Context: an optimization exercise on an open-source flow, tuned for a short achievable clock period and few clock cycles. The choices shown serve that exercise and are no tape-out recipe.
The RTL was checked by simulation tests, not by an equivalence proof against the original design.
Power is estimated from default activity; no workload was simulated.

## trial 25
==> module dispatcher, before the edit <==
module dispatcher
(
	input			clk,
	input			reset,
	input [255:0]		s_axis_tdata,
	input [31:0]		s_axis_tstrb,
	input			s_axis_tvalid,
	output reg		s_axis_tready,
	input			s_axis_tlast,
	input			clt_rdy,	 
	output			hdr_vld,
	output [31:0]		hdr_info,	 
	output			pay_vld,
	output			pay_end,	 
	output [255:0]		pay_data,
	output [31:0]		pay_thr		 
);
	function prefix;	 
		input [31:0] s;
		prefix = &(~s[31:1] | s[30:0]);
	endfunction
	reg r0_v;
	reg [255:0] r0_data;
	reg [31:0] r0_strb;
	reg r0_last;
	reg r0_hm;		 
	reg r0_pf;		 
	reg [31:0] r0_thr;	 
	reg in_pkt;		 
	reg cur_end;		 
	wire is_hdr = r0_v & ~in_pkt & r0_hm;
	wire is_pay = r0_v & in_pkt;
	reg r0_busy;		 
	wire r0_done = r0_v & ~r0_busy;
	wire in_pkt_nxt = r0_done ? (in_pkt ? ~r0_last : r0_hm) : in_pkt;
	wire take = s_axis_tvalid & s_axis_tready;
	wire pf_in = prefix(s_axis_tstrb);
	wire pf_shift = prefix({1'b0, r0_strb[31:1]});
	wire busy_nxt = r0_busy ? ~pf_shift : (take & in_pkt_nxt & ~pf_in);
	assign hdr_vld = is_hdr & r0_data[56];
	assign hdr_info = r0_data[55:24];
	assign pay_vld = is_pay;
	assign pay_end = ~r0_busy & r0_last & cur_end;
	assign pay_data = r0_data;
	assign pay_thr = r0_thr;
	always @(posedge clk) begin
		if (reset) begin
			s_axis_tready <= 1'b0;
			r0_busy <= 1'b0;
			r0_v <= 1'b0;
			in_pkt <= 1'b0;
			cur_end <= 1'b0;
		end
		else begin
			s_axis_tready <= clt_rdy & ~busy_nxt;
			r0_busy <= busy_nxt;
			if (~r0_busy)
				r0_v <= take;
			in_pkt <= in_pkt_nxt;
			if (is_hdr)
				cur_end <= r0_data[56];
		end
	end
	always @(posedge clk) begin
		if (r0_busy) begin
			r0_data <= {8'd0, r0_data[255:8]};
			r0_strb <= {1'b0, r0_strb[31:1]};
			r0_pf <= pf_shift;
			r0_thr <= pf_shift ? {1'b0, r0_strb[31:1]} : {31'd0, r0_strb[1]};
		end
		else begin
			r0_data <= s_axis_tdata;
			r0_strb <= s_axis_tstrb;
			r0_pf <= pf_in;
			r0_thr <= pf_in ? s_axis_tstrb : {31'd0, s_axis_tstrb[0]};
			r0_last <= s_axis_tlast;
			r0_hm <= (s_axis_tdata[23:0] == 24'hAECAFE);
		end
	end
endmodule
clock: 5.0 ns
lec_check: 0
abc_clock_period_in_ps: 2400
cap_margin: 20
core_margin: 2
core_utilization: 35
gpl_routability_driven: 1
place_density: 0.5
setup_slack_margin: 2.6
slew_margin: 20
run.sh (not shown) runs the stock make flow with config.mk's settings and CLKGATE_MAP_FILE= SYNTH_SCRIPT=/design/flow/synth_recipe.tcl, a recipe that flattens the netlist after the stock synthesis.
Testbench counts of trial 25, summed over its fixed seeds: cycles 1,456.
Setup changes, trial 25 to trial 95
diff --git a/flow/design.v b/flow/design.v
--- a/flow/design.v
+++ b/flow/design.v
@@ -64,13 +64,13 @@
 	reg r0_pf;		 
 	reg [31:0] r0_thr;	 
 	reg in_pkt;		 
 	reg cur_end;		 
 	wire is_hdr = r0_v & ~in_pkt & r0_hm;
 	wire is_pay = r0_v & in_pkt;
-	reg r0_busy;		 
+	wire r0_busy = is_pay & ~r0_pf;		 
 	wire r0_done = r0_v & ~r0_busy;
 	wire in_pkt_nxt = r0_done ? (in_pkt ? ~r0_last : r0_hm) : in_pkt;
 	wire take = s_axis_tvalid & s_axis_tready;
 	wire pf_in = prefix(s_axis_tstrb);
 	wire pf_shift = prefix({1'b0, r0_strb[31:1]});
 	wire busy_nxt = r0_busy ? ~pf_shift : (take & in_pkt_nxt & ~pf_in);
@@ -80,20 +80,18 @@
 	assign pay_end = ~r0_busy & r0_last & cur_end;
 	assign pay_data = r0_data;
 	assign pay_thr = r0_thr;
 	always @(posedge clk) begin
 		if (reset) begin
 			s_axis_tready <= 1'b0;
-			r0_busy <= 1'b0;
 			r0_v <= 1'b0;
 			in_pkt <= 1'b0;
 			cur_end <= 1'b0;
 		end
 		else begin
 			s_axis_tready <= clt_rdy & ~busy_nxt;
-			r0_busy <= busy_nxt;
 			if (~r0_busy)
 				r0_v <= take;
 			in_pkt <= in_pkt_nxt;
 			if (is_hdr)
 				cur_end <= r0_data[56];
 		end
==> notes.md <==
- | quantity of gates resized following cts | higher: trial 25 |
- Initial antenna violation count: trial 95 and trial 25 compared, higher one is trial 25
- Going from trial 25 to trial 95, slack of the critical path saw a decrease; starting density of the core saw little to no change; clock network power share saw an increase; clock buffer count saw an increase.
- Trial 95 ended with more fraction of the mapped netlist area in compound gates than trial 25.
- Going from trial 25 to trial 95, the non-clock buffer contribution to total cell area was found to have gone up by 0.29 points.
- Global-route usage: trial 95 vs trial 25 — no meaningful difference
- Register share of the cell area: trial 95 and trial 25 compared, higher one is trial 25
- Comparing net load switching power for trial 95 and trial 25, the bigger number came from trial 25.
Testbench counts of trial 95, summed over its fixed seeds: cycles 1,456.

-- what the ideal ports hide --
In the flow no input, the clock included, has a driving cell. The finished layouts below were timed again as built, in two steps. Step 1 sets driving cells, clkbuf_16 on the clock port and buf_2 on the other inputs (assumed; they add their load-dependent delay and slew). Step 2 moves the port delays by t, midway between the first and last clock arrival at a register: inputs arrive t later, outputs are due t later. That takes back most of the time a late clock gives input paths. Three values: no drivers, after step 1, after step 2; two values: the first two.
| run | shift t [ns] | setup slack, ns | worst setup path at the end |
|---|---|---|---|
| trial 25 | 0.843 | 2.421 / 2.345 / 2.017 | input to register |
| trial 95 | 0.826 | 2.354 / 2.324 / 1.923 | input to register |
After both steps every run listed still meets setup and hold. For trial 95, which loses most, drivers alone change the setup slack by -0.030 ns; drivers and shift together by -0.431 ns.
